This design comes from an exercise in tuning for small area and a short achievable clock period on the open sky130 flow, not from production work.
At most, simulation tests tie the RTL to the original design; equivalence was not proved.
Power and IR drop assume default switching activity.

== exp/fjord ==
Design ALU_TOP, start of the top module:
module ALU_TOP (
  input  wire [15:0] A_TOP,
  input  wire [15:0] B_TOP,
  input  wire [3:0]  ALU_FUN_TOP,
  input  wire        CLK_TOP,
  input  wire        RST_TOP,
  output wire [31:0] Arith_OUT_TOP,
  output wire        Carry_OUT_TOP,
  output wire        Arith_Flag_TOP,
  output wire [15:0] Logic_OUT_TOP,
  output wire        Logic_Flag_TOP,
  output wire [1:0]  CMP_OUT_TOP,
  output wire        CMP_Flag_TOP,
  output wire [15:0] Shift_OUT_TOP,
  output wire        Shift_Flag_TOP
);
==> flow/config.mk <==
export PLATFORM = sky130hd
export DESIGN_NAME = ALU_TOP
export DESIGN_NICKNAME = ALU_TOP
export VERILOG_FILES = /design/flow/design.v
export SDC_FILE = /design/flow/constraint.sdc
export NUM_CORES = 4
export LEC_CHECK = 0
export ABC_AREA = 1
export CAP_MARGIN = 5
export CORE_MARGIN = 2
export CORE_UTILIZATION = 60
export CTS_BUF_LIST = sky130_fd_sc_hd__clkbuf_8
export SLEW_MARGIN = 5
==> flow/constraint.sdc <==
create_clock -name core_clock -period 140.0 [get_ports {CLK_TOP}]
set_input_delay 28.0000 -clock core_clock [delete_from_list [all_inputs] [get_ports {CLK_TOP}]]
set_output_delay 28.0000 -clock core_clock [all_outputs]
set_load 0.01 [all_outputs]
standard.sh (not shown) runs the stock make flow with config.mk's settings and CLKGATE_MAP_FILE= SYNTH_SCRIPT=/design/flow/synth_recipe.tcl, a recipe that flattens the netlist after the stock synthesis.
==> flow/flow/run.sh <==
#!/bin/bash
# The standard layout (the standard.sh) with these changes:
# - the port buffers are sky130_fd_sc_hd__buf_1 cells;
# - Yosys's synth skips its generic "abc -fast" pass before full-adder
#   extraction (ABC still maps the design to cells afterwards);
set -euo pipefail
export BUFFER_PORTS_ARGS="-buffer_cell sky130_fd_sc_hd__buf_1"
export SYNTH_ARGS="-noabc"
export SETUP_SLACK_MARGIN=82.8
bash standard.sh > standard.log 2>&1
exp/fjord: flow completed, timing, DRC and antenna clean
--- input diff exp/fjord..exp/willow ---
# exp/fjord
export LEC_CHECK = 0
export ABC_AREA = 1
export CAP_MARGIN = 5
export CORE_MARGIN = 2
export CORE_UTILIZATION = 60
export CTS_BUF_LIST = sky130_fd_sc_hd__clkbuf_8
export SLEW_MARGIN = 5
create_clock -name core_clock -period 140.0 [get_ports {CLK_TOP}]
# exp/willow
export LEC_CHECK = 0
export ABC_AREA = 1
export CAP_MARGIN = 20
export CORE_MARGIN = 2
export CORE_UTILIZATION = 60
export GPL_TIMING_DRIVEN = 0
export SLEW_MARGIN = 20
create_clock -name core_clock -period 140.0 [get_ports {CLK_TOP}]
==> flow/flow/run.sh <==
#!/bin/bash
# The standard layout (the standard.sh) with these changes:
# - the port buffers are sky130_fd_sc_hd__buf_1 cells;
# - Yosys's synth skips its generic "abc -fast" pass before full-adder
#   extraction (ABC still maps the design to cells afterwards);
# - ABC's area script (ABC_AREA = 1) is replaced by an area-recovering
#   mapping without ABC's buffering and sizing: strash; dch; amap; topo
#   (a copy of ORFS's scripts folder, with only abc_area.script changed);
# - CTS builds a clock tree of clkbuf_8 cells without dummy loads
#   (CTS_ARGS: -sink_clustering_enable -repair_clock_nets -buf_list sky130_fd_sc_hd__clkbuf_8 -dont_use_dummy_load);
set -euo pipefail
cp -r "$FLOW_HOME/scripts" orfs_scripts
printf 'strash\ndch\namap\ntopo\n' > orfs_scripts/abc_area.script
export SCRIPTS_DIR="$PWD/orfs_scripts"
export BUFFER_PORTS_ARGS="-buffer_cell sky130_fd_sc_hd__buf_1"
export SYNTH_ARGS="-noabc"
export SETUP_SLACK_MARGIN=82.8
export CTS_ARGS="-sink_clustering_enable -repair_clock_nets -buf_list sky130_fd_sc_hd__clkbuf_8 -dont_use_dummy_load"
bash standard.sh > standard.log 2>&1
The higher relative contribution of the clock network to total power came out of exp/fjord. Share of flip-flops with an asynchronous set or reset came out exactly the same in exp/fjord and exp/willow. NOTE: pre-CTS setup slack in exp/willow falls short of that of exp/fjord. exp/willow against exp/fjord: first-pass GRT wire length shows an increase of about 1.1%; post-synthesis adder-cell area fraction now larger. Global-route usage over all layers on exp/willow is up relative to exp/fjord. exp/fjord ended up with met5 as its highest metal layer with signal wires; exp/willow ended up with met4.
--- input diff exp/willow..exp/indigo ---
# exp/willow
export LEC_CHECK = 0
export ABC_AREA = 1
export CAP_MARGIN = 20
export CORE_MARGIN = 2
export CORE_UTILIZATION = 60
export GPL_TIMING_DRIVEN = 0
export SLEW_MARGIN = 20
create_clock -name core_clock -period 140.0 [get_ports {CLK_TOP}]
# exp/indigo
export LEC_CHECK = 0
export ABC_AREA = 1
export CAP_MARGIN = 20
export CORE_MARGIN = 2
export CORE_UTILIZATION = 60
export SLEW_MARGIN = 20
create_clock -name core_clock -period 140.0 [get_ports {CLK_TOP}]
==> flow/flow/run.sh <==
#!/bin/bash
# The standard layout (the standard.sh) with these changes:
# - the port buffers are sky130_fd_sc_hd__buf_1 cells;
# - Yosys's synth skips its generic "abc -fast" pass before full-adder
#   extraction (ABC still maps the design to cells afterwards);
set -euo pipefail
export BUFFER_PORTS_ARGS="-buffer_cell sky130_fd_sc_hd__buf_1"
export SYNTH_ARGS="-noabc"
export SETUP_SLACK_MARGIN=83.5
bash standard.sh > standard.log 2>&1
==> comparison <==
Of the two values seen for top routing layer in use, met5 was produced by exp/indigo and met4 by exp/willow.
exp/indigo ran to completion and came out clean on the timing, design-rule and antenna checks.
More vias were needed by exp/willow than by exp/indigo.
Re layout overhead on the synthesized area: exp/indigo is 5.1 points down on exp/willow.
Number of standard-cell rows in the floorplan, exp/indigo and exp/willow, lower one = exp/willow.
Power per standard cell area, exp/indigo and exp/willow: lower on exp/willow
Sequential cell fraction of total power, exp/indigo and exp/willow, higher one = exp/willow.
Compare exp/indigo and exp/willow | total standard cell area after synthesis higher: exp/indigo
In the tables for exp/indigo and exp/willow, proportion of synthesized chip area in sequential cells reads lower with exp/indigo.
Summary of exp/indigo over exp/willow: average size of a mapped cell fell by 0.35 sq um, via density per instance fell by 0.62.
The lower global-route usage came out of exp/indigo.
Input changes introduced in exp/delta (baseline for comparison: exp/indigo):
# exp/indigo
export LEC_CHECK = 0
export ABC_AREA = 1
export CAP_MARGIN = 20
export CORE_MARGIN = 2
export CORE_UTILIZATION = 60
export SLEW_MARGIN = 20
create_clock -name core_clock -period 140.0 [get_ports {CLK_TOP}]
# exp/delta
export LEC_CHECK = 0
export ABC_AREA = 1
export CAP_MARGIN = 20
export CORE_MARGIN = 2
export CORE_UTILIZATION = 60
export CTS_BUF_LIST = sky130_fd_sc_hd__clkbuf_8
export SLEW_MARGIN = 20
create_clock -name core_clock -period 140.0 [get_ports {CLK_TOP}]
==> flow/flow/run.sh <==
#!/bin/bash
# The standard layout (the standard.sh) with these changes:
# - the port buffers are sky130_fd_sc_hd__buf_1 cells;
# - Yosys's synth skips its generic "abc -fast" pass before full-adder
#   extraction (ABC still maps the design to cells afterwards);
# - ABC's area script (ABC_AREA = 1) is replaced by an area-recovering
#   mapping without ABC's buffering and sizing: strash; dch; map -a; topo
#   (a copy of ORFS's scripts folder, with only abc_area.script changed);
set -euo pipefail
cp -r "$FLOW_HOME/scripts" orfs_scripts
printf 'strash\ndch\nmap -a\ntopo\n' > orfs_scripts/abc_area.script
export SCRIPTS_DIR="$PWD/orfs_scripts"
export BUFFER_PORTS_ARGS="-buffer_cell sky130_fd_sc_hd__buf_1"
export SYNTH_ARGS="-noabc"
export SETUP_SLACK_MARGIN=82.8
bash standard.sh > standard.log 2>&1
--- outcome ---
Sequential share of layout area was higher in exp/delta than in exp/indigo. Going from exp/indigo to exp/delta, the overall global routing resource usage was found to have gone up by 1.6 points. Diff exp/delta and exp/indigo: worst setup slack lower in exp/delta. Sort exp/delta and exp/indigo by total nets after synthesis asc -> top: exp/delta. Changes observed in exp/delta relative to exp/indigo: cell area decreased 3.3%, synthesized area decreased 5.6%, final cell utilization of the core increased 2.2 points.
Inputs modified between exp/delta and exp/harbor:
==> flow/flow/run.sh <==
#!/bin/bash
# The standard layout (the standard.sh) with these changes:
# - the port buffers are sky130_fd_sc_hd__buf_1 cells;
# - Yosys's synth skips its generic "abc -fast" pass before full-adder
#   extraction (ABC still maps the design to cells afterwards);
# - ABC's area script (ABC_AREA = 1) is replaced by an area-recovering
#   mapping without ABC's buffering and sizing: strash; dch; map -a; strash; dch; map -a; topo
#   (a copy of ORFS's scripts folder, with only abc_area.script changed);
# - CTS builds a clock tree of clkbuf_8 cells, up to 20 registers per leaf buffer, without dummy loads
#   (CTS_ARGS: -sink_clustering_enable -repair_clock_nets -buf_list sky130_fd_sc_hd__clkbuf_8 -sink_clustering_size 20 -sink_clustering_max_diameter 100 -dont_use_dummy_load);
set -euo pipefail
cp -r "$FLOW_HOME/scripts" orfs_scripts
printf 'strash\ndch\nmap -a\nstrash\ndch\nmap -a\ntopo\n' > orfs_scripts/abc_area.script
export SCRIPTS_DIR="$PWD/orfs_scripts"
export BUFFER_PORTS_ARGS="-buffer_cell sky130_fd_sc_hd__buf_1"
export SYNTH_ARGS="-noabc"
export SETUP_SLACK_MARGIN=82.8
export CTS_ARGS="-sink_clustering_enable -repair_clock_nets -buf_list sky130_fd_sc_hd__clkbuf_8 -sink_clustering_size 20 -sink_clustering_max_diameter 100 -dont_use_dummy_load"
bash standard.sh > standard.log 2>&1
## What came out
Compared with exp/delta, in exp/harbor post-layout minimum cycle time went up by 24 ps, signed area change from the synthesized netlist to the final layout fell by 1.2 points, final cell count without fillers ~0 delta, hold slack shows an increase of 10 ps, global-route track usage on met1 now smaller.
exp/delta → exp/harbor: global-route usage decreased 2.2 points; clock network power share decreased 1.8 points; vias after detailed routing decreased 208; placement-stage worst setup slack decreased 490 ps.
What exp/maple does differently from exp/harbor at the input level:
==> flow/flow/run.sh <==
#!/bin/bash
# The standard layout (the standard.sh) with these changes:
# - the port buffers are sky130_fd_sc_hd__buf_1 cells;
# - Yosys's synth skips its generic "abc -fast" pass before full-adder
#   extraction (ABC still maps the design to cells afterwards);
# - ABC's area script (ABC_AREA = 1) is replaced by an area-recovering
#   mapping without ABC's buffering and sizing: strash; dch; amap; topo
#   (a copy of ORFS's scripts folder, with only abc_area.script changed);
# - CTS builds a clock tree of clkbuf_8 cells without dummy loads
#   (CTS_ARGS: -sink_clustering_enable -repair_clock_nets -buf_list sky130_fd_sc_hd__clkbuf_8 -dont_use_dummy_load);
set -euo pipefail
cp -r "$FLOW_HOME/scripts" orfs_scripts
printf 'strash\ndch\namap\ntopo\n' > orfs_scripts/abc_area.script
export SCRIPTS_DIR="$PWD/orfs_scripts"
export BUFFER_PORTS_ARGS="-buffer_cell sky130_fd_sc_hd__buf_1"
export SYNTH_ARGS="-noabc"
export SETUP_SLACK_MARGIN=82.8
export CTS_ARGS="-sink_clustering_enable -repair_clock_nets -buf_list sky130_fd_sc_hd__clkbuf_8 -dont_use_dummy_load"
bash standard.sh > standard.log 2>&1
Results
In the flow results for exp/maple and exp/harbor, the switching power summed over all nets is larger on exp/harbor. On height of the chip: exp/maple sits below exp/harbor. Compared with exp/harbor, placement density in the core of exp/maple is higher. Wire length of the first global-routing pass for exp/maple: 11% up relative to exp/harbor.


## raven
Another version of the RTL of ALU_TOP (not shown whole).
Size in the first run: about 58 flip-flops.
export LEC_CHECK = 0
export ABC_AREA = 1
export CAP_MARGIN = 20
export CORE_MARGIN = 2
export CORE_UTILIZATION = 60
export SLEW_MARGIN = 20
create_clock -name core_clock -period 140.0 [get_ports {CLK_TOP}]
run.sh (not shown) runs the stock make flow with config.mk's settings and CLKGATE_MAP_FILE= SYNTH_SCRIPT=/design/flow/synth_recipe.tcl, a recipe that flattens the netlist after the stock synthesis.
Stock flow here: none of the scripts above is used.
Setup changes, raven to garnet
==> flow/flow/run.sh (new file) <==
#!/bin/bash
# The standard layout (the standard.sh), with two changes: the port
# buffers are sky130_fd_sc_hd__buf_1 cells, and Yosys's synth skips its
# generic "abc -fast" pass before full-adder extraction (ABC still maps the
# design to cells afterwards).  Each tool's output is in this folder's logs.
set -euo pipefail
export BUFFER_PORTS_ARGS="-buffer_cell sky130_fd_sc_hd__buf_1"
export SYNTH_ARGS="-noabc"
bash standard.sh > standard.log 2>&1
==> flow/standard.sh (new file) <==
#!/bin/bash
# synth_recipe.tcl (not shown) runs the flow's synth.tcl, then flattens the netlist and writes it again
# the make line also repeats each setting of config.mk as NAME=value (left out here)
make -C /OpenROAD-flow-scripts/flow DESIGN_CONFIG=/design/flow/config.mk WORK_HOME=/design/flow/orfs CLKGATE_MAP_FILE= SYNTH_SCRIPT=/design/flow/synth_recipe.tcl "${@:-finish}"
removed: flow/run.sh
- Between garnet and raven, the post-placement cell count figures differ only marginally.
- Of raven and garnet, raven shows the higher area growth from synthesis to final layout, with garnet below it.
- garnet vs raven: wire length on met3 down
- Overall power consumption was lower in the run labelled garnet.


== cedar ==
ALU_TOP, a different RTL version from the one above (not shown whole).
For scale: ~58 flip-flops, roughly 110 I/O pins, roughly 12000 um2 of cells after synthesis.
Settings: LEC_CHECK=0, ABC_AREA=1, CAP_MARGIN=20, CORE_MARGIN=2, CORE_UTILIZATION=60, CTS_BUF_LIST=sky130_fd_sc_hd__clkbuf_8, SLEW_MARGIN=20; clock period 140.0 ns.
standard.sh (not shown) runs the stock make flow with config.mk's settings and CLKGATE_MAP_FILE= SYNTH_SCRIPT=/design/flow/synth_recipe.tcl, a recipe that flattens the netlist after the stock synthesis.
==> flow/flow/run.sh <==
#!/bin/bash
# The standard layout (the standard.sh) with these changes:
# - the port buffers are sky130_fd_sc_hd__buf_1 cells;
# - Yosys's synth skips its generic "abc -fast" pass before full-adder
#   extraction (ABC still maps the design to cells afterwards);
# - ABC's area script (ABC_AREA = 1) is replaced by an area-recovering
#   mapping without ABC's buffering and sizing: strash; dch; amap; topo
#   (a copy of ORFS's scripts folder, with only abc_area.script changed);
# - CTS builds a clock tree of clkbuf_4 cells, at most 5 registers per leaf buffer, without dummy loads
#   (CTS_ARGS: -sink_clustering_enable -repair_clock_nets -buf_list sky130_fd_sc_hd__clkbuf_4 -sink_clustering_size 5 -sink_clustering_max_diameter 40 -dont_use_dummy_load);
set -euo pipefail
cp -r "$FLOW_HOME/scripts" orfs_scripts
printf 'strash\ndch\namap\ntopo\n' > orfs_scripts/abc_area.script
export SCRIPTS_DIR="$PWD/orfs_scripts"
export BUFFER_PORTS_ARGS="-buffer_cell sky130_fd_sc_hd__buf_1"
export SYNTH_ARGS="-noabc"
export SETUP_SLACK_MARGIN=82.8
export CTS_ARGS="-sink_clustering_enable -repair_clock_nets -buf_list sky130_fd_sc_hd__clkbuf_4 -sink_clustering_size 5 -sink_clustering_max_diameter 40 -dont_use_dummy_load"
bash standard.sh > standard.log 2>&1
### cedar -> quartz
==> flow/flow/run.sh <==
#!/bin/bash
# The standard layout (the standard.sh) with these changes:
# - the port buffers are sky130_fd_sc_hd__buf_1 cells;
# - Yosys's synth skips its generic "abc -fast" pass before full-adder
#   extraction (ABC still maps the design to cells afterwards);
# - ABC's area script (ABC_AREA = 1) is replaced by an area-recovering
#   mapping without ABC's buffering and sizing: strash; dch; amap; topo
#   (a copy of ORFS's scripts folder, with only abc_area.script changed);
# - CTS builds a clock tree of clkbuf_8 cells without dummy loads
#   (CTS_ARGS: -sink_clustering_enable -repair_clock_nets -buf_list sky130_fd_sc_hd__clkbuf_8 -dont_use_dummy_load);
set -euo pipefail
cp -r "$FLOW_HOME/scripts" orfs_scripts
printf 'strash\ndch\namap\ntopo\n' > orfs_scripts/abc_area.script
export SCRIPTS_DIR="$PWD/orfs_scripts"
export BUFFER_PORTS_ARGS="-buffer_cell sky130_fd_sc_hd__buf_1"
export SYNTH_ARGS="-noabc"
export SETUP_SLACK_MARGIN=82.8
export CTS_ARGS="-sink_clustering_enable -repair_clock_nets -buf_list sky130_fd_sc_hd__clkbuf_8 -dont_use_dummy_load"
bash standard.sh > standard.log 2>&1
==> comparison <==
Every run in the comparison, cedar and quartz, completed the flow with a clean layout.
Between cedar and quartz, the difference in cell area is negligible.
Relative area of non-clock buffer cells in the final design ended up 0.28 points lower on quartz than on cedar.
quartz reports a higher total chip power than cedar does.
As far as fmax is concerned, quartz and cedar perform about the same.
Register clock-pin slew on the reported worst setup and hold paths: quartz vs cedar down 0.03 ns
Looking at worst-case setup margin in the final layout, quartz sits 0.023 ns lower than cedar does.
Function was not checked in any run of this note: the RTL went through the layout flow alone.

-- afterwards: timing with drivers on the ports --
The flow's constraints put no driver on any port. The routed layouts listed below were extracted and timed again, unchanged, in two steps. Step 1: set_driving_cell puts a clkbuf_16 on CLK_TOP and a buf_2 on each other input, an assumption about the parent block. Step 2, shift: input delay + t, output delay - t, t = (earliest + latest rising clock arrival at the registers) / 2. This alone moves slack from input paths to output paths. a / b / c = no drivers / after step 1 / after step 2; a / b = the first two.
run	t (ns)	setup slack, ns	hold WS [ns]	worst slew at a driven data input, ns
exp/fjord	0.392	83.541 / 83.520 / 83.520	27.450 / 27.439 / 27.831	0.03
exp/willow	0.380	83.479 / 83.453 / 83.453	27.479 / 27.466 / 27.846	0.04
exp/indigo	0.377	83.544 / 83.523 / 83.523	27.479 / 27.463 / 27.840	0.03
exp/delta	0.372	83.473 / 83.446 / 83.446	27.465 / 27.458 / 27.830	0.04
exp/harbor	0.357	83.449 / 83.429 / 83.429	27.475 / 27.469 / 27.826	0.04
exp/maple	0.391	83.488 / 83.464 / 83.464	27.468 / 27.451 / 27.843	0.04
raven	0.372	82.770 / 82.745 / 82.745	27.852 / 27.838 / 28.210	0.03
garnet	0.365	81.828 / 81.844 / 81.478	27.480 / 27.463 / 27.829	0.03
cedar	0.430	83.442 / 83.420 / 83.262	27.454 / 27.454 / 27.885	0.04
quartz	0.364	83.419 / 83.397 / 83.344	27.524 / 27.523 / 27.887	0.04
After both steps every run listed still meets setup and hold. For garnet, which loses most, drivers alone change the setup slack by +0.016 ns; drivers and shift together by -0.350 ns.
